Background: an optimization exercise with open tools, aiming at small area and a short achievable clock period. Do not read the settings as production practice. The RTL was checked by simulation tests, not by an equivalence proof against the original design. Power figures rest on the tool's default switching activity, not on a simulated workload.

==> flow/config.mk <==
export PLATFORM = sky130hd
export DESIGN_NAME = multiplier
export DESIGN_NICKNAME = multiplier
export VERILOG_FILES = /design/flow/design.v
export SDC_FILE = /design/flow/constraint.sdc
export NUM_CORES = 4
export LEC_CHECK = 0
export CAP_MARGIN = 20
export CORE_MARGIN = 2
export CORE_UTILIZATION = 55
export CTS_BUF_LIST = sky130_fd_sc_hd__clkbuf_8
export PLACE_DENSITY = 0.7
export SLEW_MARGIN = 20
export SYNTH_HIERARCHICAL = 1
==> flow/constraint.sdc <==
create_clock -name core_clock -period 12.0 [get_ports {clk}]
set_input_delay 2.4000 -clock core_clock [delete_from_list [all_inputs] [get_ports {clk}]]
set_output_delay 2.4000 -clock core_clock [all_outputs]
set_load 0.01 [all_outputs]
==> flow/design.v <==
module multiplier (a, b, prod, qnan, infinity, zero, normal, clk);
input [15:0] a, b;
input clk;
output [15:0] prod;
output qnan, infinity, zero, normal;
wire [12:0] bx = {1'b0, ~&b[14:10] & |b[14:10], b[9:0], 1'b0};
wire [5:0] c_bo, c_bt;
genvar gi;
generate for (gi = 0; gi < 6; gi = gi + 1) begin : rec
  assign c_bo[gi] = bx[2*gi+1] ^ bx[2*gi];
  assign c_bt[gi] = (bx[2*gi+2] & ~bx[2*gi+1] & ~bx[2*gi]) | (~bx[2*gi+2] & bx[2*gi+1] & bx[2*gi]);
end endgenerate
reg [10:0] sa;
reg [5:0] bo, bt;
reg [4:0] bn;
reg [4:0] ea, eb;
reg sgn1, b_m0;
always @(posedge clk) begin
  sa <= {~&a[14:10] & |a[14:10], a[9:0]};
  bo <= c_bo;
  bt <= c_bt;
  bn <= {b[9], b[7], b[5], b[3], b[1]};
  b_m0 <= ~|b[9:0];
  ea <= a[14:10];
  eb <= b[14:10];
  sgn1 <= a[15] ^ b[15];
end
wire a_m0 = ~|sa[9:0];
wire a_e1 = &ea, b_e1 = &eb;
wire a_n = ~a_e1 & |ea, b_n = ~b_e1 & |eb;
wire a_inf = a_e1 & a_m0, b_inf = b_e1 & b_m0;
wire a_zero = ~a_n & ~a_e1 & a_m0, b_zero = ~b_n & ~b_e1 & b_m0;
wire c_qnan = (a_inf & b_zero) | (b_inf & a_zero);
wire c_zero = ~a_inf & ~b_inf & (a_zero | b_zero);
wire c_fin = ~a_e1 & ~b_e1 & ~a_zero & ~b_zero;
wire [5:0] esum = ea + eb;
wire [4:0] pe_nn = ea + eb + 5'd17;
wire [4:0] c_pe0 = (a_n & b_n) ? pe_nn : a_n ? ea : b_n ? eb : 5'd15;
wire [4:0] c_pe1 = c_pe0 + 5'd1;
wire c_f0 = c_fin & (~(a_n & b_n) | (esum <= 6'd45));
wire c_f1 = c_fin & ((a_n & b_n) ? (esum <= 6'd44) : a_n ? (ea != 5'd30) : b_n ? (eb != 5'd30) : 1'b1);
wire pp_0_0 = ~(bn[0] ^ ((bo[0] & sa[0])));
wire pp_0_1 = ~(bn[0] ^ ((bo[0] & sa[1]) | (bt[0] & sa[0])));
wire pp_0_2 = ~(bn[0] ^ ((bo[0] & sa[2]) | (bt[0] & sa[1])));
wire pp_0_3 = ~(bn[0] ^ ((bo[0] & sa[3]) | (bt[0] & sa[2])));
wire pp_0_4 = ~(bn[0] ^ ((bo[0] & sa[4]) | (bt[0] & sa[3])));
wire pp_0_5 = ~(bn[0] ^ ((bo[0] & sa[5]) | (bt[0] & sa[4])));
wire pp_0_6 = ~(bn[0] ^ ((bo[0] & sa[6]) | (bt[0] & sa[5])));
wire pp_0_7 = ~(bn[0] ^ ((bo[0] & sa[7]) | (bt[0] & sa[6])));
wire pp_0_8 = ~(bn[0] ^ ((bo[0] & sa[8]) | (bt[0] & sa[7])));
wire pp_0_9 = ~(bn[0] ^ ((bo[0] & sa[9]) | (bt[0] & sa[8])));
wire pp_0_10 = ~(bn[0] ^ ((bo[0] & sa[10]) | (bt[0] & sa[9])));
wire pp_0_11 = ~(bn[0] ^ ((bt[0] & sa[10])));
wire pp_1_0 = ~(bn[1] ^ ((bo[1] & sa[0])));
wire pp_1_1 = ~(bn[1] ^ ((bo[1] & sa[1]) | (bt[1] & sa[0])));
wire pp_1_2 = ~(bn[1] ^ ((bo[1] & sa[2]) | (bt[1] & sa[1])));
wire pp_1_3 = ~(bn[1] ^ ((bo[1] & sa[3]) | (bt[1] & sa[2])));
wire pp_1_4 = ~(bn[1] ^ ((bo[1] & sa[4]) | (bt[1] & sa[3])));
wire pp_1_5 = ~(bn[1] ^ ((bo[1] & sa[5]) | (bt[1] & sa[4])));
wire pp_1_6 = ~(bn[1] ^ ((bo[1] & sa[6]) | (bt[1] & sa[5])));
wire pp_1_7 = ~(bn[1] ^ ((bo[1] & sa[7]) | (bt[1] & sa[6])));
wire pp_1_8 = ~(bn[1] ^ ((bo[1] & sa[8]) | (bt[1] & sa[7])));
wire pp_1_9 = ~(bn[1] ^ ((bo[1] & sa[9]) | (bt[1] & sa[8])));
wire pp_1_10 = ~(bn[1] ^ ((bo[1] & sa[10]) | (bt[1] & sa[9])));
wire pp_1_11 = ~(bn[1] ^ ((bt[1] & sa[10])));
wire pp_2_0 = ~(bn[2] ^ ((bo[2] & sa[0])));
wire pp_2_1 = ~(bn[2] ^ ((bo[2] & sa[1]) | (bt[2] & sa[0])));
wire pp_2_2 = ~(bn[2] ^ ((bo[2] & sa[2]) | (bt[2] & sa[1])));
wire pp_2_3 = ~(bn[2] ^ ((bo[2] & sa[3]) | (bt[2] & sa[2])));
wire pp_2_4 = ~(bn[2] ^ ((bo[2] & sa[4]) | (bt[2] & sa[3])));
wire pp_2_5 = ~(bn[2] ^ ((bo[2] & sa[5]) | (bt[2] & sa[4])));
wire pp_2_6 = ~(bn[2] ^ ((bo[2] & sa[6]) | (bt[2] & sa[5])));
wire pp_2_7 = ~(bn[2] ^ ((bo[2] & sa[7]) | (bt[2] & sa[6])));
wire pp_2_8 = ~(bn[2] ^ ((bo[2] & sa[8]) | (bt[2] & sa[7])));
wire pp_2_9 = ~(bn[2] ^ ((bo[2] & sa[9]) | (bt[2] & sa[8])));
wire pp_2_10 = ~(bn[2] ^ ((bo[2] & sa[10]) | (bt[2] & sa[9])));
wire pp_2_11 = ~(bn[2] ^ ((bt[2] & sa[10])));
wire pp_3_0 = ~(bn[3] ^ ((bo[3] & sa[0])));
wire pp_3_1 = ~(bn[3] ^ ((bo[3] & sa[1]) | (bt[3] & sa[0])));
wire pp_3_2 = ~(bn[3] ^ ((bo[3] & sa[2]) | (bt[3] & sa[1])));
wire pp_3_3 = ~(bn[3] ^ ((bo[3] & sa[3]) | (bt[3] & sa[2])));
wire pp_3_4 = ~(bn[3] ^ ((bo[3] & sa[4]) | (bt[3] & sa[3])));
wire pp_3_5 = ~(bn[3] ^ ((bo[3] & sa[5]) | (bt[3] & sa[4])));
wire pp_3_6 = ~(bn[3] ^ ((bo[3] & sa[6]) | (bt[3] & sa[5])));
wire pp_3_7 = ~(bn[3] ^ ((bo[3] & sa[7]) | (bt[3] & sa[6])));
wire pp_3_8 = ~(bn[3] ^ ((bo[3] & sa[8]) | (bt[3] & sa[7])));
wire pp_3_9 = ~(bn[3] ^ ((bo[3] & sa[9]) | (bt[3] & sa[8])));
wire pp_3_10 = ~(bn[3] ^ ((bo[3] & sa[10]) | (bt[3] & sa[9])));
wire pp_3_11 = ~(bn[3] ^ ((bt[3] & sa[10])));
wire pp_4_0 = ~(bn[4] ^ ((bo[4] & sa[0])));
wire pp_4_1 = ~(bn[4] ^ ((bo[4] & sa[1]) | (bt[4] & sa[0])));
wire pp_4_2 = ~(bn[4] ^ ((bo[4] & sa[2]) | (bt[4] & sa[1])));
wire pp_4_3 = ~(bn[4] ^ ((bo[4] & sa[3]) | (bt[4] & sa[2])));
wire pp_4_4 = ~(bn[4] ^ ((bo[4] & sa[4]) | (bt[4] & sa[3])));
wire pp_4_5 = ~(bn[4] ^ ((bo[4] & sa[5]) | (bt[4] & sa[4])));
wire pp_4_6 = ~(bn[4] ^ ((bo[4] & sa[6]) | (bt[4] & sa[5])));
wire pp_4_7 = ~(bn[4] ^ ((bo[4] & sa[7]) | (bt[4] & sa[6])));
wire pp_4_8 = ~(bn[4] ^ ((bo[4] & sa[8]) | (bt[4] & sa[7])));
wire pp_4_9 = ~(bn[4] ^ ((bo[4] & sa[9]) | (bt[4] & sa[8])));
wire pp_4_10 = ~(bn[4] ^ ((bo[4] & sa[10]) | (bt[4] & sa[9])));
wire pp_4_11 = ~(bn[4] ^ ((bt[4] & sa[10])));
wire pp_5_0 = ~((bo[5] & sa[0]));
wire pp_5_1 = ~((bo[5] & sa[1]) | (bt[5] & sa[0]));
wire pp_5_2 = ~((bo[5] & sa[2]) | (bt[5] & sa[1]));
wire pp_5_3 = ~((bo[5] & sa[3]) | (bt[5] & sa[2]));
wire pp_5_4 = ~((bo[5] & sa[4]) | (bt[5] & sa[3]));
wire pp_5_5 = ~((bo[5] & sa[5]) | (bt[5] & sa[4]));
wire pp_5_6 = ~((bo[5] & sa[6]) | (bt[5] & sa[5]));
wire pp_5_7 = ~((bo[5] & sa[7]) | (bt[5] & sa[6]));
wire pp_5_8 = ~((bo[5] & sa[8]) | (bt[5] & sa[7]));
wire pp_5_9 = ~((bo[5] & sa[9]) | (bt[5] & sa[8]));
wire pp_5_10 = ~((bo[5] & sa[10]) | (bt[5] & sa[9]));
wire pp_5_11 = ~((bt[5] & sa[10]));
wire [4:0] bnn = ~bn;
wire s1, c2, s3, c4, s5, c6, s7, c8, s9, c10, s11, c12, s13, c14, s15, c16, s17, c18, s19, c20, s21, c22, s23, c24, s25, c26, s27, c28, s29, c30, s31, c32, s33, c34, s35, c36, s37, c38, s39, s40, c41, s42, c43, s44, c45, s46, c47, s48, c49, s50, c51, s52, c53, s54, c55, s56, c57, s58, c59, s60, c61, s62, c63, s64, c65, s66, c67, s68, c69, s70, s71, c72, s73, c74, s75, c76, s77, c78, s79, c80, s81, c82, s83, c84, s85, c86, s87, c88, s89, c90, s91, c92, s93, c94, s95, c96, s97, c98, s99, c100, s101, c102, s103, c104, s105, c106, s107, c108, s109;
nhs us1 (.a(bnn[3]), .b(pp_0_6), .y(s1));
nhc uc2 (.a(bnn[3]), .b(pp_0_6), .y(c2));
nhs us3 (.a(pp_0_7), .b(pp_1_5), .y(s3));
nhc uc4 (.a(pp_0_7), .b(pp_1_5), .y(c4));
fa us5 (.y(bnn[4]), .x(pp_0_8), .cin(pp_1_6), .sum(s5), .cout(c6));
nhs us7 (.a(pp_2_4), .b(pp_3_2), .y(s7));
nhc uc8 (.a(pp_2_4), .b(pp_3_2), .y(c8));
fa us9 (.y(pp_0_9), .x(pp_1_7), .cin(pp_2_5), .sum(s9), .cout(c10));
nhs us11 (.a(pp_3_3), .b(pp_4_1), .y(s11));
nhc uc12 (.a(pp_3_3), .b(pp_4_1), .y(c12));
fa us13 (.y(pp_0_10), .x(pp_1_8), .cin(pp_2_6), .sum(s13), .cout(c14));
fa us15 (.y(pp_3_4), .x(pp_4_2), .cin(pp_5_0), .sum(s15), .cout(c16));
fa us17 (.y(pp_0_11), .x(pp_1_9), .cin(pp_2_7), .sum(s17), .cout(c18));
fa us19 (.y(pp_3_5), .x(pp_4_3), .cin(pp_5_1), .sum(s19), .cout(c20));
fa us21 (.y(bnn[0]), .x(pp_1_10), .cin(pp_2_8), .sum(s21), .cout(c22));
fa us23 (.y(pp_3_6), .x(pp_4_4), .cin(pp_5_2), .sum(s23), .cout(c24));
fa us25 (.y(bnn[0]), .x(pp_1_11), .cin(pp_2_9), .sum(s25), .cout(c26));
fa us27 (.y(pp_3_7), .x(pp_4_5), .cin(pp_5_3), .sum(s27), .cout(c28));
fa us29 (.y(bn[0]), .x(bn[1]), .cin(pp_2_10), .sum(s29), .cout(c30));
fa us31 (.y(pp_3_8), .x(pp_4_6), .cin(pp_5_4), .sum(s31), .cout(c32));
ha us33 (.a(pp_2_11), .b(pp_3_9), .sum(s33), .cout(c34));
nhs us35 (.a(pp_4_7), .b(pp_5_5), .y(s35));
nhc uc36 (.a(pp_4_7), .b(pp_5_5), .y(c36));
fa us37 (.y(bn[2]), .x(pp_3_10), .cin(pp_4_8), .sum(s37), .cout(c38));
assign s39 = ~pp_3_11;
nhs us40 (.a(bnn[2]), .b(pp_0_4), .y(s40));
nhc uc41 (.a(bnn[2]), .b(pp_0_4), .y(c41));
nhs us42 (.a(pp_0_5), .b(pp_1_3), .y(s42));
nhc uc43 (.a(pp_0_5), .b(pp_1_3), .y(c43));
fa us44 (.y(pp_1_4), .x(pp_2_2), .cin(pp_3_0), .sum(s44), .cout(c45));
fa us46 (.y(pp_2_3), .x(pp_3_1), .cin(c2), .sum(s46), .cout(c47));
fa us48 (.y(pp_4_0), .x(c4), .cin(s7), .sum(s48), .cout(c49));
fa us50 (.y(c8), .x(s11), .cin(c6), .sum(s50), .cout(c51));
fa us52 (.y(c12), .x(c10), .cin(s13), .sum(s52), .cout(c53));
fa us54 (.y(c14), .x(c16), .cin(s17), .sum(s54), .cout(c55));
fa us56 (.y(c18), .x(c20), .cin(s21), .sum(s56), .cout(c57));
fa us58 (.y(c22), .x(c24), .cin(s25), .sum(s58), .cout(c59));
fa us60 (.y(c26), .x(c28), .cin(s29), .sum(s60), .cout(c61));
fa us62 (.y(s35), .x(s33), .cin(c30), .sum(s62), .cout(c63));
fa us64 (.y(pp_5_6), .x(c34), .cin(c36), .sum(s64), .cout(c65));
fa us66 (.y(pp_4_9), .x(pp_5_7), .cin(s39), .sum(s66), .cout(c67));
fa us68 (.y(bn[3]), .x(pp_3_11), .cin(pp_4_10), .sum(s68), .cout(c69));
assign s70 = ~pp_4_11;
nhs us71 (.a(bnn[1]), .b(pp_0_2), .y(s71));
nhc uc72 (.a(bnn[1]), .b(pp_0_2), .y(c72));
nhs us73 (.a(pp_0_3), .b(pp_1_1), .y(s73));
nhc uc74 (.a(pp_0_3), .b(pp_1_1), .y(c74));
fa us75 (.y(pp_1_2), .x(pp_2_0), .cin(s40), .sum(s75), .cout(c76));
fa us77 (.y(pp_2_1), .x(c41), .cin(s42), .sum(s77), .cout(c78));
fa us79 (.y(c43), .x(s1), .cin(s44), .sum(s79), .cout(c80));
fa us81 (.y(s3), .x(c45), .cin(s46), .sum(s81), .cout(c82));
fa us83 (.y(s5), .x(c47), .cin(s48), .sum(s83), .cout(c84));
fa us85 (.y(s9), .x(c49), .cin(s50), .sum(s85), .cout(c86));
fa us87 (.y(s15), .x(c51), .cin(s52), .sum(s87), .cout(c88));
fa us89 (.y(s19), .x(c53), .cin(s54), .sum(s89), .cout(c90));
fa us91 (.y(s23), .x(c55), .cin(s56), .sum(s91), .cout(c92));
fa us93 (.y(s27), .x(c57), .cin(s58), .sum(s93), .cout(c94));
fa us95 (.y(s31), .x(c59), .cin(s60), .sum(s95), .cout(c96));
fa us97 (.y(c32), .x(c61), .cin(s62), .sum(s97), .cout(c98));
fa us99 (.y(s37), .x(s64), .cin(c63), .sum(s99), .cout(c100));
fa us101 (.y(c38), .x(s66), .cin(c65), .sum(s101), .cout(c102));
fa us103 (.y(pp_5_8), .x(c67), .cin(s68), .sum(s103), .cout(c104));
fa us105 (.y(pp_5_9), .x(s70), .cin(c69), .sum(s105), .cout(c106));
fa us107 (.y(bn[4]), .x(pp_4_11), .cin(pp_5_10), .sum(s107), .cout(c108));
assign s109 = ~pp_5_11;
wire [21:0] ra_n = {s109, s107, s105, s103, s101, s99, c96, c94, c92, c90, c88, c86, c84, c82, c80, c78, c76, c74, c72, pp_1_0, pp_0_1, bnn[0]};
wire [21:0] rb_n = {c108, c106, c104, c102, c100, c98, s97, s95, s93, s91, s89, s87, s85, s83, s81, s79, s77, s75, s73, s71, 1'b1, pp_0_0};
wire [21:0] ck = ra_n & rb_n;
wire [21:0] cp = ra_n ^ rb_n;
wire G0_1 = ck[1] | (cp[1] & (ra_n[0] | rb_n[0]));
wire G0_2 = ck[2] | (cp[2] & ck[1]);
wire P0_2 = cp[2] & cp[1];
wire G0_3 = ck[3] | (cp[3] & ck[2]);
wire P0_3 = cp[3] & cp[2];
wire G0_4 = ck[4] | (cp[4] & ck[3]);
wire P0_4 = cp[4] & cp[3];
wire G0_5 = ck[5] | (cp[5] & ck[4]);
wire P0_5 = cp[5] & cp[4];
wire G0_6 = ck[6] | (cp[6] & ck[5]);
wire P0_6 = cp[6] & cp[5];
wire G0_7 = ck[7] | (cp[7] & ck[6]);
wire P0_7 = cp[7] & cp[6];
wire G0_8 = ck[8] | (cp[8] & ck[7]);
wire P0_8 = cp[8] & cp[7];
wire G0_9 = ck[9] | (cp[9] & ck[8]);
wire P0_9 = cp[9] & cp[8];
wire G0_10 = ck[10] | (cp[10] & ck[9]);
wire P0_10 = cp[10] & cp[9];
wire G0_11 = ck[11] | (cp[11] & ck[10]);
wire P0_11 = cp[11] & cp[10];
wire G0_12 = ck[12] | (cp[12] & ck[11]);
wire P0_12 = cp[12] & cp[11];
wire G0_13 = ck[13] | (cp[13] & ck[12]);
wire P0_13 = cp[13] & cp[12];
wire G0_14 = ck[14] | (cp[14] & ck[13]);
wire P0_14 = cp[14] & cp[13];
wire G0_15 = ck[15] | (cp[15] & ck[14]);
wire P0_15 = cp[15] & cp[14];
wire G0_16 = ck[16] | (cp[16] & ck[15]);
wire P0_16 = cp[16] & cp[15];
wire G0_17 = ck[17] | (cp[17] & ck[16]);
wire P0_17 = cp[17] & cp[16];
wire G0_18 = ck[18] | (cp[18] & ck[17]);
wire P0_18 = cp[18] & cp[17];
wire G0_19 = ck[19] | (cp[19] & ck[18]);
wire P0_19 = cp[19] & cp[18];
wire G0_20 = ck[20] | (cp[20] & ck[19]);
wire P0_20 = cp[20] & cp[19];
wire G0_21 = ck[21] | (cp[21] & ck[20]);
wire P0_21 = cp[21] & cp[20];
wire G1_2 = G0_2 | (P0_2 & (ra_n[0] | rb_n[0]));
wire G1_3 = G0_3 | (P0_3 & G0_1);
wire G1_4 = G0_4 | (P0_4 & G0_2);
wire P1_4 = P0_4 & P0_2;
wire G1_5 = G0_5 | (P0_5 & G0_3);
wire P1_5 = P0_5 & P0_3;
wire G1_6 = G0_6 | (P0_6 & G0_4);
wire P1_6 = P0_6 & P0_4;
wire G1_7 = G0_7 | (P0_7 & G0_5);
wire P1_7 = P0_7 & P0_5;
wire G1_8 = G0_8 | (P0_8 & G0_6);
wire P1_8 = P0_8 & P0_6;
wire G1_9 = G0_9 | (P0_9 & G0_7);
wire P1_9 = P0_9 & P0_7;
wire G1_10 = G0_10 | (P0_10 & G0_8);
wire P1_10 = P0_10 & P0_8;
wire G1_11 = G0_11 | (P0_11 & G0_9);
wire P1_11 = P0_11 & P0_9;
wire G1_12 = G0_12 | (P0_12 & G0_10);
wire P1_12 = P0_12 & P0_10;
wire G1_13 = G0_13 | (P0_13 & G0_11);
wire P1_13 = P0_13 & P0_11;
wire G1_14 = G0_14 | (P0_14 & G0_12);
wire P1_14 = P0_14 & P0_12;
wire G1_15 = G0_15 | (P0_15 & G0_13);
wire P1_15 = P0_15 & P0_13;
wire G1_16 = G0_16 | (P0_16 & G0_14);
wire P1_16 = P0_16 & P0_14;
wire G1_17 = G0_17 | (P0_17 & G0_15);
wire P1_17 = P0_17 & P0_15;
wire G1_18 = G0_18 | (P0_18 & G0_16);
wire P1_18 = P0_18 & P0_16;
wire G1_19 = G0_19 | (P0_19 & G0_17);
wire P1_19 = P0_19 & P0_17;
wire G1_20 = G0_20 | (P0_20 & G0_18);
wire P1_20 = P0_20 & P0_18;
wire G1_21 = G0_21 | (P0_21 & G0_19);
wire P1_21 = P0_21 & P0_19;
wire G2_4 = G1_4 | (P1_4 & (ra_n[0] | rb_n[0]));
wire G2_5 = G1_5 | (P1_5 & G0_1);
wire G2_6 = G1_6 | (P1_6 & G1_2);
wire G2_7 = G1_7 | (P1_7 & G1_3);
wire G2_8 = G1_8 | (P1_8 & G1_4);
wire P2_8 = P1_8 & P1_4;
wire G2_9 = G1_9 | (P1_9 & G1_5);
wire P2_9 = P1_9 & P1_5;
wire G2_10 = G1_10 | (P1_10 & G1_6);
wire P2_10 = P1_10 & P1_6;
wire G2_11 = G1_11 | (P1_11 & G1_7);
wire P2_11 = P1_11 & P1_7;
wire G2_12 = G1_12 | (P1_12 & G1_8);
wire P2_12 = P1_12 & P1_8;
wire G2_13 = G1_13 | (P1_13 & G1_9);
wire P2_13 = P1_13 & P1_9;
wire G2_14 = G1_14 | (P1_14 & G1_10);
wire P2_14 = P1_14 & P1_10;
wire G2_15 = G1_15 | (P1_15 & G1_11);
wire P2_15 = P1_15 & P1_11;
wire G2_16 = G1_16 | (P1_16 & G1_12);
wire P2_16 = P1_16 & P1_12;
wire G2_17 = G1_17 | (P1_17 & G1_13);
wire P2_17 = P1_17 & P1_13;
wire G2_18 = G1_18 | (P1_18 & G1_14);
wire P2_18 = P1_18 & P1_14;
wire G2_19 = G1_19 | (P1_19 & G1_15);
wire P2_19 = P1_19 & P1_15;
wire G2_20 = G1_20 | (P1_20 & G1_16);
wire P2_20 = P1_20 & P1_16;
wire G2_21 = G1_21 | (P1_21 & G1_17);
wire P2_21 = P1_21 & P1_17;
wire G3_8 = G2_8 | (P2_8 & (ra_n[0] | rb_n[0]));
wire G3_9 = G2_9 | (P2_9 & G0_1);
wire G3_10 = G2_10 | (P2_10 & G1_2);
wire G3_11 = G2_11 | (P2_11 & G1_3);
wire G3_12 = G2_12 | (P2_12 & G2_4);
wire G3_13 = G2_13 | (P2_13 & G2_5);
wire G3_14 = G2_14 | (P2_14 & G2_6);
wire G3_15 = G2_15 | (P2_15 & G2_7);
wire G3_16 = G2_16 | (P2_16 & G2_8);
wire P3_16 = P2_16 & P2_8;
wire G3_17 = G2_17 | (P2_17 & G2_9);
wire P3_17 = P2_17 & P2_9;
wire G3_18 = G2_18 | (P2_18 & G2_10);
wire P3_18 = P2_18 & P2_10;
wire G3_19 = G2_19 | (P2_19 & G2_11);
wire P3_19 = P2_19 & P2_11;
wire G3_20 = G2_20 | (P2_20 & G2_12);
wire P3_20 = P2_20 & P2_12;
wire G3_21 = G2_21 | (P2_21 & G2_13);
wire P3_21 = P2_21 & P2_13;
wire G4_16 = G3_16 | (P3_16 & (ra_n[0] | rb_n[0]));
wire G4_17 = G3_17 | (P3_17 & G0_1);
wire G4_18 = G3_18 | (P3_18 & G1_2);
wire G4_19 = G3_19 | (P3_19 & G1_3);
wire G4_20 = G3_20 | (P3_20 & G2_4);
wire G4_21 = G3_21 | (P3_21 & G2_5);
wire [22:0] ncy;
assign ncy[0] = 1'b1;
assign ncy[1] = (ra_n[0] | rb_n[0]);
assign ncy[2] = G0_1;
assign ncy[3] = G1_2;
assign ncy[4] = G1_3;
assign ncy[5] = G2_4;
assign ncy[6] = G2_5;
assign ncy[7] = G2_6;
assign ncy[8] = G2_7;
assign ncy[9] = G3_8;
assign ncy[10] = G3_9;
assign ncy[11] = G3_10;
assign ncy[12] = G3_11;
assign ncy[13] = G3_12;
assign ncy[14] = G3_13;
assign ncy[15] = G3_14;
assign ncy[16] = G3_15;
assign ncy[17] = G4_16;
assign ncy[18] = G4_17;
assign ncy[19] = G4_18;
assign ncy[20] = G4_19;
assign ncy[21] = G4_20;
assign ncy[22] = G4_21;
wire [21:0] raw = ~(cp ^ ncy[21:0]);
reg [11:0] r2;
reg hin2, sgn2, q2, z2, f02, f12;
reg [4:0] pe2;
always @(posedge clk) begin
  r2 <= raw[21:10];
  hin2 <= ~raw[21];
  sgn2 <= sgn1;
  q2 <= c_qnan;
  z2 <= c_zero;
  f02 <= c_f0;
  f12 <= c_f1;
  pe2 <= c_pe0;
end
wire [4:0] pe2i = pe2 + 5'd1;
wire [4:0] e0 = f02 ? pe2 : {5{~z2}};
wire [4:0] e1 = f12 ? pe2i : {5{~z2}};
wire hi = r2[11];
wire lo = hin2;
wire fin = (hi & f12) | (lo & f02);
assign qnan = q2;
assign zero = z2;
assign normal = fin;
assign infinity = ~(q2 | z2 | fin);
assign prod[15] = sgn2;
assign prod[14:10] = ({5{hi}} & e1) | ({5{lo}} & e0);
assign prod[9:0] = ({10{hi & f12}} & r2[10:1]) | ({10{lo & f02}} & r2[9:0]) | {q2, 3'b000, q2, 1'b0, q2, 1'b0, q2, 1'b0};
endmodule
module nhs (a, b, y);
input a, b;
output y;
assign y = ~(a ^ b);
endmodule
module nhc (a, b, y);
input a, b;
output y;
assign y = a | b;
endmodule
module g_xor2 (a, b, y);
input a, b;
output y;
assign y = a ^ b;
endmodule
module g_xnor2 (a, b, y);
input a, b;
output y;
assign y = ~(a ^ b);
endmodule
module g_nor2 (a, b, y);
input a, b;
output y;
assign y = ~(a | b);
endmodule
module g_nand2 (a, b, y);
input a, b;
output y;
assign y = ~(a & b);
endmodule
module g_inv (a, y);
input a;
output y;
assign y = ~a;
endmodule
module g_a21oi (a, b, c, y);
input a, b, c;
output y;
assign y = ~((a & b) | c);
endmodule
module g_o21ai (a, b, c, y);
input a, b, c;
output y;
assign y = ~((a | b) & c);
endmodule
module xr2 (a, b, y);
input a, b;
output y;
assign y = a ^ b;
endmodule
module ha (a, b, sum, cout);
input a, b;
output sum, cout;
assign sum = a ^ b;
assign cout = a & b;
endmodule
module fa (x, y, cin, sum, cout);
input x, y, cin;
output sum, cout;
assign sum = x ^ y ^ cin;
assign cout = (x & y) | (x & cin) | (y & cin);
endmodule
==> flow/flow/run.sh <==
#!/bin/bash
set -euo pipefail
cp standard.sh standard_copy.sh
sed 's|^make -C|make SETUP_SLACK_MARGIN=7.8 -C|' standard.sh > tight.sh
grep -q "SETUP_SLACK_MARGIN=7.8" tight.sh
bash tight.sh > make_flow.log 2>&1
==> flow/standard.sh <==
#!/bin/bash
# synth_recipe.tcl (not shown) runs the flow's synth.tcl, then flattens the netlist and writes it again
# the make line also repeats each setting of config.mk as NAME=value (left out here)
make -C /OpenROAD-flow-scripts/flow DESIGN_CONFIG=/design/flow/config.mk WORK_HOME=/design/flow/orfs CLKGATE_MAP_FILE= SYNTH_SCRIPT=/design/flow/synth_recipe.tcl "${@:-finish}"
==> results of run 1 <==
## through the flow
| step | hold WS [ns] | setup WS (ns) | power [mW] | cells |
|---|---|---|---|---|
| floorplan | 0.310 | 7.90 | 1.08 | 559 |
| global placement | 0.315 | 7.70 | 1.30 | 711 |
| detailed placement | 0.332 | 7.55 | 1.33 | 711 |
| CTS | 0.351 | 7.68 | 1.54 | 737 |
| global route | 0.352 | 7.78 | 1.72 | 738 |
| finish | 0.345 | 7.88 | 1.56 | 738 |
## state kept, by name, indices dropped and copies added, names as in the netlist
signal	count
f02	1
hin2	1
bt	6
z2	1
eb	5
sgn1	1
f12	1
q2	1
sgn2	1
r2	12
sa	11
bo	6
bn	5
pe2	5
ea	5
b_m0	1
## area by class of cell
class / instances / area (um^2)
clock buffers: 9 / 124
clock inverters: 5 / 76.3
fillers: 843 / 3320
inverters: 20 / 91.3
multi-input cells: 443 / 3960
flip-flops and latches: 63 / 1290
well taps: 133 / 166
repair buffers: 65 / 614
## cells in the final DEF (no fill, tap or decap), types with 9 or more instances in the layout
| cell type | count |
|---|---|
| nor2_1 | 22 |
| ha_1 | 31 |
| a21oi_1 | 21 |
| clkdlybuf4s50_1 | 46 |
| nand2_1 | 28 |
| xor2_1 | 14 |
| clkbuf_8 | 9 |
| buf_4 | 13 |
| dfxtp_1 | 40 |
| a22oi_1 | 61 |
| fa_1 | 46 |
| inv_1 | 16 |
| xnor2_1 | 73 |
| o21ai_0 | 14 |
| dfxtp_2 | 23 |
| or2_1 | 11 |
## critical path, cell delays in order (launching register included)
cell and delay, ns:
dfxtp_2 0.36, and2_4 0.18, a221o_1 0.35, clkdlybuf4s50_1 0.48
## per-layer routing
layer	share of wire, %	vias to the layer above	track usage [%]
li1	-	2090	-
met1	46	2042	34.4
met2	47	139	39.0
met3	6.0	13	5.83
met4	0.90	0	5.97
met5	0	-	0
## per-module statistics from Yosys, one instance, submodules excluded
| module | cells inside | copies in the design | flip-flops and latches |
|---|---|---|---|
| nhs | 1 | 9 | 0 |
| fa | 1 | 43 | 0 |
| ha | 1 | 1 | 0 |
| nhc | 1 | 9 | 0 |
| multiplier | 497 | 1 | 63 |
## cell usage after synthesis, types with 4 or more instances
library cell  count
a21oi_1          21
a221o_1           5
a22o_1            8
a22oi_1          61
a31oi_1           5
and2_1            6
and3_1            4
buf_1             7
clkbuf_1         24
dfxtp_1          63
fa_1             46
ha_1             31
inv_1            18
nand2_1          28
nand2b_1          8
nand3_1           8
nand3b_1          4
nand4_1           4
nor2_1           22
nor2b_1           5
nor3_1            6
nor4_1            4
o211ai_1          4
o21ai_0          15
or2_1            11
or4_1             7
xnor2_1          76
xor2_1           14
## power by group through the flow
stage                     Clock, mW  Combinational [mW]  Sequential, mW
after floorplan                   0               0.801           0.282
after global placement            0               0.994           0.303
after detailed placement          0                1.03           0.304
after CTS                     0.196                1.04           0.302
after global routing          0.207                1.20           0.310
final                         0.193                1.07           0.305
## kinds of logic after synthesis
logic type      count (synthesis)  synth area share [%]
xor+xnor                       90                  14.7
buf+inv                        53                  3.92
flops                          63                  23.5
mux                             2                 0.373
compound gates                151                  21.0
fa+ha+maj                      77                  24.4
simple gates                  123                  12.1
## how the worst min path moves through the flow
stage                      start           end  depth (start not counted)
CTS                 sgn1$_DFF_P_  sgn2$_DFF_P_                          0
floorplan           sgn1$_DFF_P_  sgn2$_DFF_P_                          0
finish              sgn1$_DFF_P_  sgn2$_DFF_P_                          0
global route        sgn1$_DFF_P_  sgn2$_DFF_P_                          0
detailed placement  sgn1$_DFF_P_  sgn2$_DFF_P_                          0
global placement    sgn1$_DFF_P_  sgn2$_DFF_P_                          0
## repair_timing
item | 4_1_cts | 5_1_grt
buffers inserted | 12 | 1
gates cloned | 0 | 0
pin swaps | 2 | 1
resized for setup | 24 | 27
endpoints found under the hold margin | 0 | 0
endpoints found under the setup margin | 26 | 16
==> flow_summary.toml, run 1 <==
[run_status]
status = "finished clean"

[yosys]
ys.flop_type = "dfxtp_1"
avgSynthCellArea_um2 = 9.60
synth-async-reset-ratio_pct = 0
synth.cell_area_um2 = 5370
netlist.area_leader.share_pct = 23.5
synthTopCellsByArea = "dfxtp_1, fa_1, xnor2_1"
syn_nets = 669
syn_inst = 559
yosysTopAreaCell = "dfxtp_1"
seq_area_frac_synth_pct = 23.5
synth-seq-cells = 63
synth_edf_count = 0
ys.warnings.count = 7
synth_cell_types = 56

[power_and_ir_drop]
clkPwrFrac_pct = 12.3
p_sw_mw = 0.676
peakVddDrop_mv = 0.153
pwr-share-seq_pct = 19.5
combPwrFrac_pct = 68.1
switching_share_pct = 43.2
p_leak_nw = 2.41
p_per_area_nw_per_um2 = 247
power.internal_mw = 0.888

[timing]
hold_viol = 0
slew_headroom_pct = 64.2
fin_skew_ns = 0.0108
clock.fmax_mhz = 242
worstMarginPinSlew_ns = 0.538
finalCritPeriodShare_pct = 34.4
final_max_slew_viol_count = 0
tns_ns = 0
rsz0062_at_grt = "true"
finalSetupViolations = 0
layout_min_cycle_time_ns = 4.12

[die]
die_h_um = 103
initial_core_util_pct = 55.7
num_rows = 36
die-area_um2 = 10600
die_width_um = 103
core_region_area_um2 = 9640
ios = 53

[finish]
area_delta_synth_final_pct = 17.7
antenna_cells = 0
nNetsFinal = 712
fin_util_pct = 65.6
fin_area_um2 = 6320
drive_above_1_share_pct = 12.2

[cts]
cts.clk_slew.worst_paths_ns = 0.07
htreeDepth = 3
numCtsBuffers = 9
cts_sinks = 63
postCtsHoldBufs = 0
cts_tree = "built"
clock_latency_ns = 0.35
cts.path.max_buffers = 2
root_buffer = "clkbuf_8"

[setup_path]
crit_end = "prod[1]"
worstPathRequired_ns = 9.60
reg2reg_depth = 11
end_kind = "output port"
r2r_slack_ns = 7.98
r2r-start = "bo[4]$_DFF_P_"
critPathMaxFanout = 11
crit_arrival_ns = 1.72
start_kind = "flip-flop"
crit_start = "f02$_DFF_P_"
crit_type = "flip-flop to output port"
rr_endpoint = "hin2$_DFF_P_"

[flow_run]
maxCapViolCount = 0

[routing]
drt_iter0_markers = 360
vias = 4284
drt_first_pass_iters = 5
wl_per_cell_um = 16.6
routed_wirelength_um = 12300
ant_nets = 0
via_per_inst = 5.80
drc = 0

[global_route]
grt-ovfl-total = 0
grt_max_degree = 15
grt_usage_pct = 24.6
antenna_found_initial = 0
first_global_vias = 4189
grt_pass1_wl_um = 20200

[min_path]
min_path_type = "flip-flop to flip-flop"

[place]
port_buffers = 52
place_area_um2 = 5920
hpwl_um = 9380
gp_congestion = 0.877
==> run 2: changes to the inputs <==
==> flow/flow/run.sh (replaced) <==
#!/bin/bash
set -euo pipefail
cp standard.sh standard_copy.sh
sed 's|^make -C|make SETUP_SLACK_MARGIN=7.8 MATCH_CELL_FOOTPRINT=0 -C|' standard.sh > tight.sh
grep -q "SETUP_SLACK_MARGIN=7.8 MATCH_CELL_FOOTPRINT=0" tight.sh
bash tight.sh > make_flow.log 2>&1
==> flow_summary.toml, run 2 <==
[run_status]
status = "finished clean"

[timing]
clock.fmax_mhz = 242
slew_headroom_pct = 64.5
hold_ws_ns = 0.346
worstMarginPinSlew_ns = 0.533
finalCritPeriodShare_pct = 34.4
rsz0062_at_grt = "true"
final_max_slew_viol_count = 0
fin_skew_ns = 0.0109
hold_viol = 0
layout_min_cycle_time_ns = 4.12
tns_ns = 0
finalSetupViolations = 0

[power_and_ir_drop]
p_leak_nw = 2.45
p_sw_mw = 0.678
power.internal_mw = 0.891
switching_share_pct = 43.2
clkPwrFrac_pct = 12.3
peakVddDrop_mv = 0.153
combPwrFrac_pct = 68.2
p_per_area_nw_per_um2 = 246
pwr-share-seq_pct = 19.5

[die]
die-area_um2 = 10600
ios = 53
num_rows = 36
die_h_um = 103
die_width_um = 103
core_region_area_um2 = 9640
initial_core_util_pct = 55.7

[yosys]
synth_edf_count = 0
ys.warnings.count = 7
yosysTopAreaCell = "dfxtp_1"
synth-seq-cells = 63
avgSynthCellArea_um2 = 9.60
syn_inst = 559
netlist_top_cells_count = "xnor2_1, dfxtp_1, a22oi_1"
netlist.area_leader.share_pct = 23.5
synth_cell_types = 56
synthTopCellsByArea = "dfxtp_1, fa_1, xnor2_1"
synth-async-reset-ratio_pct = 0
seq_area_frac_synth_pct = 23.5
syn_nets = 669
ys.flop_type = "dfxtp_1"
synth.most_common_cell = "xnor2_1"
synth.cell_area_um2 = 5370

[min_path]
min_path_type = "flip-flop to flip-flop"

[finish]
instances_no_fill = 744
final_common_cell = "xnor2_1"
drive_above_1_share_pct = 12.9
antenna_cells = 0
largest_reg_flops = 12
reg.largest.list = "r2 (12), sa (11)"
regMostFlops = "r2"
nNetsFinal = 718
layout_common_cells = "xnor2_1, a22oi_1, fa_1, clkdlybuf4s50_1, dfxtp_1"
area_delta_synth_final_pct = 18.8

[routing]
ant_nets = 0
wl_per_cell_um = 16.8
vias = 4376
via_per_inst = 5.88
routed_wirelength_um = 12500
drt_iter0_markers = 349
drt_first_pass_iters = 5
drc = 0

[cts]
root_buffer = "clkbuf_8"
cts_sinks = 63
cts.path.max_buffers = 2
cts_tree = "built"
postCtsHoldBufs = 0
numCtsBuffers = 9
htreeDepth = 3
cts.clk_slew.worst_paths_ns = 0.07
clock_latency_ns = 0.35

[place]
gp_congestion = 0.877
hpwl_um = 9380
port_buffers = 52
dp_cells = 711

[global_route]
grt_pass1_wl_um = 20300
first_global_vias = 4217
grt_usage_pct = 24.8
grt-ovfl-total = 0
antenna_found_initial = 0
grt_max_degree = 14

[setup_path]
crit_arrival_ns = 1.72
worstPathRequired_ns = 9.60
end_kind = "output port"
crit_chain = "and2_4 -> a221o_1 -> clkdlybuf4s50_1"
cp_slowest_cell = "clkdlybuf4s50_1"
critPathMaxFanout = 11
start_kind = "flip-flop"
slowest_delay_ns = 0.48
crit_type = "flip-flop to output port"

[flow_run]
maxCapViolCount = 0
[run 2: path summary, 6_finish.rpt]
| check | endpoint | start | depth (start not counted) | slack (ns) |
|---|---|---|---|---|
| max | prod[1] | hin2$_DFF_P_ | 3 | 7.88 |
| min | sgn2$_DFF_P_ | sgn1$_DFF_P_ | 0 | 0.35 |
| max reg2reg | r2[8]$_DFF_P_ | bn[2]$_DFF_P_ | 12 | 7.94 |
| min reg2reg | sgn2$_DFF_P_ | sgn1$_DFF_P_ | 0 | 0.35 |
[run 2: cell families after synthesis]
| family | share of synthesized area [%] |
|---|---|
| AO/OA/AOI/OAI | 21.0 |
| buffers and inverters | 3.92 |
| AND/OR/NAND/NOR | 12.1 |
| adder cells (fa/ha/maj) | 24.4 |
| flip-flops | 23.5 |
| XOR/XNOR | 14.7 |
| multiplexers | 0.373 |
[run 2: worst max-delay path, delay by kind of cell, from the launching register on]
family,cells,cell delay (ns)
buffers and inverters,1,0.48
flip-flops,1,0.34
AND/OR/NAND/NOR,1,0.20
AO/OA/AOI/OAI,1,0.35
[run 2: metal layers]
layer | up-vias | track usage (%) | routed length (um)
met1 | 2072 | 34.7 | 5640
met3 | 17 | 5.97 | 955
met2 | 186 | 38.6 | 5760
met4 | 0 | 7.09 | 136
li1 | 2101 | - | -
met5 | - | 0 | 0
[run 2: modules after synthesis, one instance, submodules excluded]
module | cells | area, um^2
multiplier | 497 | 4360
fa | 1 | 20.0
ha | 1 | 12.5
nhs | 1 | 8.76
nhc | 1 | 6.26
[run 2: cell type report]
cell class	count	area (um^2)
Fill cell	829	3260
Clock buffer	9	124
Timing Repair Buffer	71	678
Tap cell	133	166
Clock inverter	5	76.3
Sequential cell	63	1290
Multi-Input combinational cell	443	3950
Inverter	20	93.8
[run 2: stage by stage]
stage | util (%) | power, mW | instance area (um^2) | setup WS [ns]
after floorplan | - | 1.08 | 5370 | 7.90
after global placement | 61.4 | 1.30 | 5920 | 7.70
after detailed placement | 61.4 | 1.33 | 5920 | 7.55
after CTS | 65.2 | 1.54 | 6280 | 7.64
after global routing | 66.2 | 1.72 | 6380 | 7.77
final | 66.2 | 1.57 | 6380 | 7.88
[run 2: timing repair]
item                       CTS  global route
pin swaps                    2             2
setup endpoints to repair   26            15
setup buffers               15             4
gates resized for setup     21            26
[run 2: power by group through the flow]
stage	clock network [mW]	logic (mW)	registers [mW]
floorplan	0	0.801	0.282
global placement	0	0.994	0.303
detailed placement	0	1.03	0.304
CTS	0.196	1.04	0.302
global route	0.207	1.20	0.311
finish	0.193	1.07	0.306
==> run 3: changes to the inputs <==
--- a/flow/design.v
+++ b/flow/design.v
@@ -15,5 +15,5 @@
 reg [4:0] bn;
 reg [4:0] ea, eb;
-reg sgn1, b_m0;
+reg sgn1;
 always @(posedge clk) begin
   sa <= {~&a[14:10] & |a[14:10], a[9:0]};
@@ -21,9 +21,9 @@
   bt <= c_bt;
   bn <= {b[9], b[7], b[5], b[3], b[1]};
-  b_m0 <= ~|b[9:0];
   ea <= a[14:10];
   eb <= b[14:10];
   sgn1 <= a[15] ^ b[15];
 end
+wire b_m0 = ~|{bo[4:0], bt[4:0]};
 wire a_m0 = ~|sa[9:0];
 wire a_e1 = &ea, b_e1 = &eb;
@@ -114,11 +114,11 @@
 wire [4:0] bnn = ~bn;
 wire s1, c2, s3, c4, s5, c6, s7, c8, s9, c10, s11, c12, s13, c14, s15, c16, s17, c18, s19, c20, s21, c22, s23, c24, s25, c26, s27, c28, s29, c30, s31, c32, s33, c34, s35, c36, s37, c38, s39, s40, c41, s42, c43, s44, c45, s46, c47, s48, c49, s50, c51, s52, c53, s54, c55, s56, c57, s58, c59, s60, c61, s62, c63, s64, c65, s66, c67, s68, c69, s70, s71, c72, s73, c74, s75, c76, s77, c78, s79, c80, s81, c82, s83, c84, s85, c86, s87, c88, s89, c90, s91, c92, s93, c94, s95, c96, s97, c98, s99, c100, s101, c102, s103, c104, s105, c106, s107, c108, s109;
-nhs us1 (.a(bnn[3]), .b(pp_0_6), .y(s1));
-nhc uc2 (.a(bnn[3]), .b(pp_0_6), .y(c2));
+nhs us1 (.a(pp_0_6), .b(pp_1_4), .y(s1));
+nhc uc2 (.a(pp_0_6), .b(pp_1_4), .y(c2));
 nhs us3 (.a(pp_0_7), .b(pp_1_5), .y(s3));
 nhc uc4 (.a(pp_0_7), .b(pp_1_5), .y(c4));
-fa us5 (.y(bnn[4]), .x(pp_0_8), .cin(pp_1_6), .sum(s5), .cout(c6));
-nhs us7 (.a(pp_2_4), .b(pp_3_2), .y(s7));
-nhc uc8 (.a(pp_2_4), .b(pp_3_2), .y(c8));
+fa us5 (.y(pp_0_8), .x(pp_1_6), .cin(pp_2_4), .sum(s5), .cout(c6));
+nhs us7 (.a(pp_3_2), .b(pp_4_0), .y(s7));
+nhc uc8 (.a(pp_3_2), .b(pp_4_0), .y(c8));
 fa us9 (.y(pp_0_9), .x(pp_1_7), .cin(pp_2_5), .sum(s9), .cout(c10));
 nhs us11 (.a(pp_3_3), .b(pp_4_1), .y(s11));
@@ -128,38 +128,38 @@
 fa us17 (.y(pp_0_11), .x(pp_1_9), .cin(pp_2_7), .sum(s17), .cout(c18));
 fa us19 (.y(pp_3_5), .x(pp_4_3), .cin(pp_5_1), .sum(s19), .cout(c20));
-fa us21 (.y(bnn[0]), .x(pp_1_10), .cin(pp_2_8), .sum(s21), .cout(c22));
-fa us23 (.y(pp_3_6), .x(pp_4_4), .cin(pp_5_2), .sum(s23), .cout(c24));
-fa us25 (.y(bnn[0]), .x(pp_1_11), .cin(pp_2_9), .sum(s25), .cout(c26));
-fa us27 (.y(pp_3_7), .x(pp_4_5), .cin(pp_5_3), .sum(s27), .cout(c28));
-fa us29 (.y(bn[0]), .x(bn[1]), .cin(pp_2_10), .sum(s29), .cout(c30));
-fa us31 (.y(pp_3_8), .x(pp_4_6), .cin(pp_5_4), .sum(s31), .cout(c32));
+fa us21 (.y(pp_1_10), .x(pp_2_8), .cin(pp_3_6), .sum(s21), .cout(c22));
+fa us23 (.y(pp_4_4), .x(pp_5_2), .cin(bnn[0]), .sum(s23), .cout(c24));
+fa us25 (.y(pp_1_11), .x(pp_2_9), .cin(pp_3_7), .sum(s25), .cout(c26));
+fa us27 (.y(pp_4_5), .x(pp_5_3), .cin(bnn[0]), .sum(s27), .cout(c28));
+fa us29 (.y(pp_2_10), .x(pp_3_8), .cin(pp_4_6), .sum(s29), .cout(c30));
+fa us31 (.y(pp_5_4), .x(bn[0]), .cin(bn[1]), .sum(s31), .cout(c32));
 ha us33 (.a(pp_2_11), .b(pp_3_9), .sum(s33), .cout(c34));
 nhs us35 (.a(pp_4_7), .b(pp_5_5), .y(s35));
 nhc uc36 (.a(pp_4_7), .b(pp_5_5), .y(c36));
-fa us37 (.y(bn[2]), .x(pp_3_10), .cin(pp_4_8), .sum(s37), .cout(c38));
+fa us37 (.y(pp_3_10), .x(pp_4_8), .cin(pp_5_6), .sum(s37), .cout(c38));
 assign s39 = ~pp_3_11;
-nhs us40 (.a(bnn[2]), .b(pp_0_4), .y(s40));
-nhc uc41 (.a(bnn[2]), .b(pp_0_4), .y(c41));
+nhs us40 (.a(pp_0_4), .b(pp_1_2), .y(s40));
+nhc uc41 (.a(pp_0_4), .b(pp_1_2), .y(c41));
 nhs us42 (.a(pp_0_5), .b(pp_1_3), .y(s42));
 nhc uc43 (.a(pp_0_5), .b(pp_1_3), .y(c43));
-fa us44 (.y(pp_1_4), .x(pp_2_2), .cin(pp_3_0), .sum(s44), .cout(c45));
+fa us44 (.y(pp_2_2), .x(pp_3_0), .cin(bnn[3]), .sum(s44), .cout(c45));
 fa us46 (.y(pp_2_3), .x(pp_3_1), .cin(c2), .sum(s46), .cout(c47));
-fa us48 (.y(pp_4_0), .x(c4), .cin(s7), .sum(s48), .cout(c49));
+fa us48 (.y(bnn[4]), .x(c4), .cin(s7), .sum(s48), .cout(c49));
 fa us50 (.y(c8), .x(s11), .cin(c6), .sum(s50), .cout(c51));
 fa us52 (.y(c12), .x(c10), .cin(s13), .sum(s52), .cout(c53));
 fa us54 (.y(c14), .x(c16), .cin(s17), .sum(s54), .cout(c55));
 fa us56 (.y(c18), .x(c20), .cin(s21), .sum(s56), .cout(c57));
-fa us58 (.y(c22), .x(c24), .cin(s25), .sum(s58), .cout(c59));
-fa us60 (.y(c26), .x(c28), .cin(s29), .sum(s60), .cout(c61));
+fa us58 (.y(c22), .x(s25), .cin(c24), .sum(s58), .cout(c59));
+fa us60 (.y(c26), .x(s29), .cin(c28), .sum(s60), .cout(c61));
 fa us62 (.y(s35), .x(s33), .cin(c30), .sum(s62), .cout(c63));
-fa us64 (.y(pp_5_6), .x(c34), .cin(c36), .sum(s64), .cout(c65));
+fa us64 (.y(bn[2]), .x(c34), .cin(c36), .sum(s64), .cout(c65));
 fa us66 (.y(pp_4_9), .x(pp_5_7), .cin(s39), .sum(s66), .cout(c67));
-fa us68 (.y(bn[3]), .x(pp_3_11), .cin(pp_4_10), .sum(s68), .cout(c69));
+fa us68 (.y(pp_3_11), .x(pp_4_10), .cin(pp_5_8), .sum(s68), .cout(c69));
 assign s70 = ~pp_4_11;
-nhs us71 (.a(bnn[1]), .b(pp_0_2), .y(s71));
-nhc uc72 (.a(bnn[1]), .b(pp_0_2), .y(c72));
+nhs us71 (.a(pp_0_2), .b(pp_1_0), .y(s71));
+nhc uc72 (.a(pp_0_2), .b(pp_1_0), .y(c72));
 nhs us73 (.a(pp_0_3), .b(pp_1_1), .y(s73));
 nhc uc74 (.a(pp_0_3), .b(pp_1_1), .y(c74));
-fa us75 (.y(pp_1_2), .x(pp_2_0), .cin(s40), .sum(s75), .cout(c76));
+fa us75 (.y(pp_2_0), .x(bnn[2]), .cin(s40), .sum(s75), .cout(c76));
 fa us77 (.y(pp_2_1), .x(c41), .cin(s42), .sum(s77), .cout(c78));
 fa us79 (.y(c43), .x(s1), .cin(s44), .sum(s79), .cout(c80));
@@ -172,13 +172,13 @@
 fa us93 (.y(s27), .x(c57), .cin(s58), .sum(s93), .cout(c94));
 fa us95 (.y(s31), .x(c59), .cin(s60), .sum(s95), .cout(c96));
-fa us97 (.y(c32), .x(c61), .cin(s62), .sum(s97), .cout(c98));
+fa us97 (.y(c32), .x(s62), .cin(c61), .sum(s97), .cout(c98));
 fa us99 (.y(s37), .x(s64), .cin(c63), .sum(s99), .cout(c100));
 fa us101 (.y(c38), .x(s66), .cin(c65), .sum(s101), .cout(c102));
-fa us103 (.y(pp_5_8), .x(c67), .cin(s68), .sum(s103), .cout(c104));
+fa us103 (.y(bn[3]), .x(c67), .cin(s68), .sum(s103), .cout(c104));
 fa us105 (.y(pp_5_9), .x(s70), .cin(c69), .sum(s105), .cout(c106));
-fa us107 (.y(bn[4]), .x(pp_4_11), .cin(pp_5_10), .sum(s107), .cout(c108));
+fa us107 (.y(pp_4_11), .x(pp_5_10), .cin(bn[4]), .sum(s107), .cout(c108));
 assign s109 = ~pp_5_11;
-wire [21:0] ra_n = {s109, s107, s105, s103, s101, s99, c96, c94, c92, c90, c88, c86, c84, c82, c80, c78, c76, c74, c72, pp_1_0, pp_0_1, bnn[0]};
-wire [21:0] rb_n = {c108, c106, c104, c102, c100, c98, s97, s95, s93, s91, s89, s87, s85, s83, s81, s79, s77, s75, s73, s71, 1'b1, pp_0_0};
+wire [21:0] ra_n = {s109, s107, c104, s103, s101, s99, c96, c94, c92, c90, c88, c86, c84, c82, c80, c78, c76, c74, c72, bnn[1], pp_0_1, pp_0_0};
+wire [21:0] rb_n = {c108, c106, s105, c102, c100, c98, s97, s95, s93, s91, s89, s87, s85, s83, s81, s79, s77, s75, s73, s71, 1'b1, bnn[0]};
 wire [21:0] ck = ra_n & rb_n;
 wire [21:0] cp = ra_n ^ rb_n;
==> flow/flow/run.sh (replaced) <==
#!/bin/bash
set -euo pipefail
cp standard.sh standard_copy.sh
sed 's|^make -C|make SETUP_SLACK_MARGIN=7.8 -C|' standard.sh > tight.sh
grep -q "SETUP_SLACK_MARGIN=7.8" tight.sh
bash tight.sh > make_flow.log 2>&1
==> flow_summary.toml, run 3 <==
[die]
die_width_um = 102
die-area_um2 = 10500
core_region_area_um2 = 9330
die_h_um = 102
ios = 53
num_rows = 35
initial_core_util_pct = 57.2

[global_route]
grt-ovfl-total = 0
grt_usage_pct = 25.8
grt_pass1_wl_um = 21000
busiest_layer = "met2"
grtUsageMet3_pct = 3.83
first_global_vias = 4312
met2_usage_pct = 44.9
grt_use_met1_pct = 32.7
grt_max_degree = 14
antenna_found_initial = 0

[setup_path]
crit_type = "flip-flop to output port"
worstPathRequired_ns = 9.60
crit_arrival_ns = 1.72
start_kind = "flip-flop"
rr_endpoint = "hin2$_DFF_P_"
reg2reg_depth = 12
crit_start = "f02$_DFF_P_"
r2r-start = "sa[10]$_DFF_P_"
end_kind = "output port"
critPathMaxFanout = 11
r2r_slack_ns = 8.02

[routing]
wl_per_cell_um = 17.4
drt_first_pass_iters = 6
vias = 4389
via_per_inst = 5.96
drt_iter0_markers = 322
ant_nets = 0
routed_wirelength_um = 12800
drc = 0

[yosys]
synth-async-reset-ratio_pct = 0
synth_cell_types = 56
ys.warnings.count = 7
syn_nets = 668
synthTopCellsByArea = "dfxtp_1, fa_1, xnor2_1"
ys.flop_type = "dfxtp_1"
avgSynthCellArea_um2 = 9.55
syn_inst = 558
synth.most_common_cell = "xnor2_1"
yosysTopAreaCell = "dfxtp_1"
netlist.area_leader.share_pct = 23.3
seq_area_frac_synth_pct = 23.3
netlist_top_cells_count = "xnor2_1, dfxtp_1, a22oi_1"
synth-seq-cells = 62
synth.cell_area_um2 = 5330
synth_edf_count = 0

[place]
port_buffers = 52
gp_congestion = 0.939
place_ws_ns = 7.67
hpwl_um = 9720

[timing]
tns_ns = 0
clock.fmax_mhz = 243
finalCritPeriodShare_pct = 34.3
hold_viol = 0
slew_headroom_pct = 64.7
layout_min_cycle_time_ns = 4.12
final_max_slew_viol_count = 0
worstMarginPinSlew_ns = 0.528
rsz0062_at_grt = "false"
hold_ws_ns = 0.339
fin_skew_ns = 0.00714
finalSetupViolations = 0
setup_ws_ns = 7.88

[power_and_ir_drop]
power_mw = 1.65
p_leak_nw = 2.48
peakVddDrop_mv = 0.161
p_per_area_nw_per_um2 = 261

[finish]
final_common_cell = "xnor2_1"
regMostFlops = "r2"
fin_util_pct = 67.9
layout_common_cells = "xnor2_1, a22oi_1, fa_1, clkdlybuf4s50_1, dfxtp_1"
drive_above_1_share_pct = 12.4
nNetsFinal = 712
nFillCells = 770
antenna_cells = 0
reg.largest.list = "r2 (12), sa (11)"
area_delta_synth_final_pct = 18.7
largest_reg_flops = 12

[min_path]
hold_depth = 0
holdCritStartpoint = "sgn1$_DFF_P_"
whs_endpoint = "sgn2$_DFF_P_"
min_path_type = "flip-flop to flip-flop"

[cts]
numCtsBuffers = 9
cts_tree = "built"
postCtsHoldBufs = 0
root_buffer = "clkbuf_8"
cts.clk_slew.worst_paths_ns = 0.06
cts.path.max_buffers = 2
cts_sinks = 62
clock_latency_ns = 0.34
htreeDepth = 3

[run_status]
status = "finished clean"

[flow_run]
maxCapViolCount = 0
-- run 3: cell type report --
type | instances | area, um^2 | share of cell area (%)
Multi-Input combinational cell | 448 | 3940 | 62.2
Inverter | 15 | 72.6 | 1.15
Sequential cell | 62 | 1270 | 20.0
Timing Repair Buffer | 66 | 659 | 10.4
Tap cell | 129 | 161 | 2.55
Clock inverter | 7 | 106 | 1.68
Clock buffer | 9 | 124 | 1.96
-- run 3: power breakdown --
| group | total, mW | internal [mW] | switching (mW) |
|---|---|---|---|
| clock network | 0.212 | 0.135 | 0.0767 |
| registers | 0.306 | 0.260 | 0.0459 |
| logic | 1.14 | 0.519 | 0.618 |
-- run 3: routing by layer --
| layer | vias to the layer above | share of wire (%) |
|---|---|---|
| met5 | - | 0 |
| met4 | 0 | 2.0 |
| met3 | 23 | 6.2 |
| met2 | 167 | 50 |
| met1 | 2108 | 41 |
| li1 | 2091 | - |
-- run 3: cell families (layout without fill, tap and decap cells) --
kind of cell	after synthesis	count (layout)	synth area share (%)
adder cells (fa/ha/maj)	77	77	24.5
AND/OR/NAND/NOR	122	122	12.1
multiplexers	4	4	0.751
AO/OA/AOI/OAI	155	155	21.1
XOR/XNOR	90	90	14.8
flip-flops	62	62	23.3
buffers and inverters	48	97	3.45
-- run 3: stage by stage --
step                area (um^2)  cells
floorplan                  5330    558
global placement           5890    706
detailed placement         5890    706
CTS                        6160    725
global route               6330    736
finish                     6330    736
-- run 3: modules after synthesis, one instance, submodules excluded --
module      copies in the design  cell area (um^2)  cells inside
fa                            43              20.0             1
ha                             1              12.5             1
multiplier                     1              4320           496
nhc                            9              6.26             1
nhs                            9              8.76             1
-- run 3: timing repair --
item,4_1_cts,5_1_grt
endpoints found under the setup margin,25,26
gates resized for setup,13,33
setup buffers,3,11
pin swaps,1,2
endpoints found under the hold margin,0,0
-- run 3: critical path, cell delays in order (launching register included) --
cell and delay [ns]:
dfxtp_1 0.37, and2_4 0.20, a221o_1 0.34, clkdlybuf4s50_1 0.48
-- run 3: how the worst max path moves through the flow --
stage | endpoint | slack [ns] | cells after the start
after floorplan | r2[8]$_DFF_P_ | 8.09 | 14
after global placement | r2[4]$_DFF_P_ | 7.74 | 12
after detailed placement | r2[4]$_DFF_P_ | 7.67 | 12
after CTS | prod[12] | 7.65 | 5
after global routing | prod[5] | 7.80 | 3
final | prod[5] | 7.88 | 3
==> run 4: changes to the inputs <==
--- a/flow/config.mk
+++ b/flow/config.mk
@@ -9,5 +9,7 @@
 export CORE_MARGIN = 2
 export CORE_UTILIZATION = 55
-export CTS_BUF_LIST = sky130_fd_sc_hd__clkbuf_8
+export CTS_BUF_LIST = sky130_fd_sc_hd__clkbuf_16
+export CTS_CLUSTER_DIAMETER = 300
+export CTS_CLUSTER_SIZE = 60
 export PLACE_DENSITY = 0.7
 export SLEW_MARGIN = 20
==> flow_summary.toml, run 4 <==
[yosys]
synth.most_common_cell = "xnor2_1"
synth_cell_types = 56
netlist.area_leader.share_pct = 23.3
avgSynthCellArea_um2 = 9.55
ys.flop_type = "dfxtp_1"
netlist_top_cells_count = "xnor2_1, dfxtp_1, a22oi_1"
syn_inst = 558
yosysTopAreaCell = "dfxtp_1"
synth-seq-cells = 62
seq_area_frac_synth_pct = 23.3
synth.cell_area_um2 = 5330
syn_nets = 668
synth-async-reset-ratio_pct = 0
synthTopCellsByArea = "dfxtp_1, fa_1, xnor2_1"
ys.warnings.count = 7
synth_edf_count = 0

[place]
gp_congestion = 0.939
hpwl_um = 9720
port_buffers = 52
place_area_um2 = 5890

[cts]
clock_latency_ns = 0.33
cts_sinks = 62
cts.path.max_buffers = 2
root_buffer = "clkbuf_16"
htreeDepth = 3
cts_tree = "built"
cts.clk_slew.worst_paths_ns = 0.05
numCtsBuffers = 9

[timing]
finalCritPeriodShare_pct = 34.6
final_max_slew_viol_count = 0
tns_ns = 0
worstMarginPinSlew_ns = 0.527
hold_ws_ns = 0.335
layout_min_cycle_time_ns = 4.15
clock.fmax_mhz = 241
fin_skew_ns = 0.00503
hold_viol = 0
finalSetupViolations = 0
rsz0062_at_grt = "true"
slew_headroom_pct = 64.8

[routing]
wl_per_cell_um = 17.8
drt_first_pass_iters = 6
via_per_inst = 6.05
vias = 4438
routed_wirelength_um = 13100
ant_nets = 0
drc = 0
drt_iter0_markers = 341

[global_route]
grt_max_degree = 14
grt-ovfl-total = 0
grt_usage_pct = 26.0
antenna_found_initial = 0
grt_pass1_wl_um = 21200
first_global_vias = 4360

[finish]
layout_common_cells = "xnor2_1, a22oi_1, fa_1, clkdlybuf4s50_1, dfxtp_1"
fin_area_um2 = 6400
area_delta_synth_final_pct = 20.1
nFillCells = 765
antenna_cells = 0
largest_reg_flops = 12
reg.largest.list = "r2 (12), sa (11)"
nNetsFinal = 710
fin_util_pct = 68.7
regMostFlops = "r2"
final_common_cell = "xnor2_1"
drive_above_1_share_pct = 12.2

[die]
initial_core_util_pct = 57.2
core_region_area_um2 = 9330
num_rows = 35
ios = 53
die_width_um = 102
die_h_um = 102
die-area_um2 = 10500

[setup_path]
critPathMaxFanout = 4
crit_family = "compound AO/OA/AOI/OAI gates"
start_kind = "flip-flop"
end_kind = "output port"
crit_chain = "ha_2 -> and3_1 -> o21ai_0 -> a211o_1 -> dlygate4sd2_1"
worst-path-buf-inv = 1
worstPathRequired_ns = 9.60
slowest_delay_ns = 0.38
crit_type = "flip-flop to output port"
cp_slowest_cell = "dfxtp_1"
crit_arrival_ns = 1.75

[power_and_ir_drop]
p_leak_nw = 2.51
p_per_area_nw_per_um2 = 269
peakVddDrop_mv = 0.176
power_mw = 1.72

[run_status]
status = "finished clean"

[min_path]
min_path_type = "flip-flop to flip-flop"

[flow_run]
maxCapViolCount = 0
[run 4: cell count changes in the layout (fill, tap and decap cells not counted), sizes merged]
cell / change
clkinvlp: +1
clkdlybuf4s15: -1
dlygate4sd2: +1
buf: -3
[run 4: routing by layer]
layer	GRT usage (%)	part of all wire [%]	vias to the layer above	routed length, um
met1	32.4	41	2130	5420
met5	0	0	-	0
met4	7.49	1.6	0	212
met3	4.38	7.1	21	927
li1	-	-	2087	-
met2	46.1	50	200	6500
[run 4: Yosys stat by module, one instance, submodules excluded]
module      flops+latches  copies in the design  area, um^2  cells inside
multiplier             62                     1        4320           496
fa                      0                    43        20.0             1
ha                      0                     1        12.5             1
nhs                     0                     9        8.76             1
nhc                     0                     9        6.26             1
[run 4: area by class of cell]
| type | instances | area (um^2) | area share, % |
|---|---|---|---|
| flip-flops and latches | 62 | 1270 | 19.8 |
| clock buffers | 9 | 225 | 3.52 |
| repair inverters | 1 | 7.51 | 0.117 |
| well taps | 129 | 161 | 2.52 |
| inverters | 15 | 72.6 | 1.13 |
| multi-input cells | 448 | 3940 | 61.5 |
| repair buffers | 63 | 623 | 9.73 |
| clock inverters | 7 | 106 | 1.66 |
[run 4: final timing paths]
kind             startpoint      endpoint  slack [ns]  cells past startpoint
max          pe2[0]$_DFF_P_      prod[14]        7.85                      5
min            sgn1$_DFF_P_  sgn2$_DFF_P_        0.34                      0
max reg2reg   bt[4]$_DFF_P_  hin2$_DFF_P_        8.02                     12
min reg2reg    sgn1$_DFF_P_  sgn2$_DFF_P_        0.34                      0
[run 4: logic make-up (layout without fill, tap and decap cells)]
group / count (synthesis) / in the layout / share of synthesized area, %
xor gates and xnor gates: 90 / 90 / 14.8
and+or+nand+nor: 122 / 122 / 12.1
adders and majority gates: 77 / 77 / 24.5
muxes: 4 / 4 / 0.751
AOI/OAI and AO/OA: 155 / 155 / 21.1
DFF: 62 / 62 / 23.3
buffers and inverters: 48 / 95 / 3.45
[run 4: where the power goes]
part           leakage [nW]  total [mW]  switching, mW  internal, mW
sequential            0.522       0.307         0.0467         0.260
clock                 0.173       0.286         0.0860         0.200
combinational          1.81        1.13          0.617         0.510
[run 4: stage by stage]
step | instances | worst slack (ns)
2_1_floorplan | 558 | 8.09
3_3_place_gp | 706 | 7.74
3_5_place_dp | 706 | 7.67
4_1_cts | 725 | 7.67
5_1_grt | 734 | 7.75
6_report | 734 | 7.85
[run 4: what timing repair did]
item	in CTS	in global routing
hold endpoints to repair	0	0
buffers inserted	3	8
endpoints found under the setup margin	25	22
cloned	0	1
hold buffers	0	0
pin swaps	1	1
gates resized for setup	13	34

re-timing with driven ports:
The flow's constraints put no driver on any port. The routed layouts listed below were extracted and timed again, unchanged, in two steps. Step 1: set_driving_cell puts a clkbuf_16 on clk and a buf_2 on each other input, an assumption about the parent block. Step 2 moves the port delays by t, midway between the first and last clock arrival at a register: inputs arrive t later, outputs are due t later. That takes back most of the time a late clock gives input paths. a / b / c = ideal / step 1 / step 2; a / b = the first two.
run | shift t [ns] | setup WS [ns] | worst hold slack (ns) | worst data-port slew with drivers (ns)
run 1 | 0.372 | 7.875 / 7.844 / 7.976 | 0.345 / 0.345 / 0.345 | 0.05
run 2 | 0.373 | 7.876 / 7.845 / 7.945 | 0.346 / 0.346 / 0.346 | 0.05
run 3 | 0.368 | 7.878 / 7.846 / 8.020 | 0.339 / 0.339 / 0.339 | 0.03
run 4 | 0.362 | 7.848 / 7.810 / 8.022 | 0.335 / 0.335 / 0.335 | 0.03
After both steps every run listed still meets setup and hold.
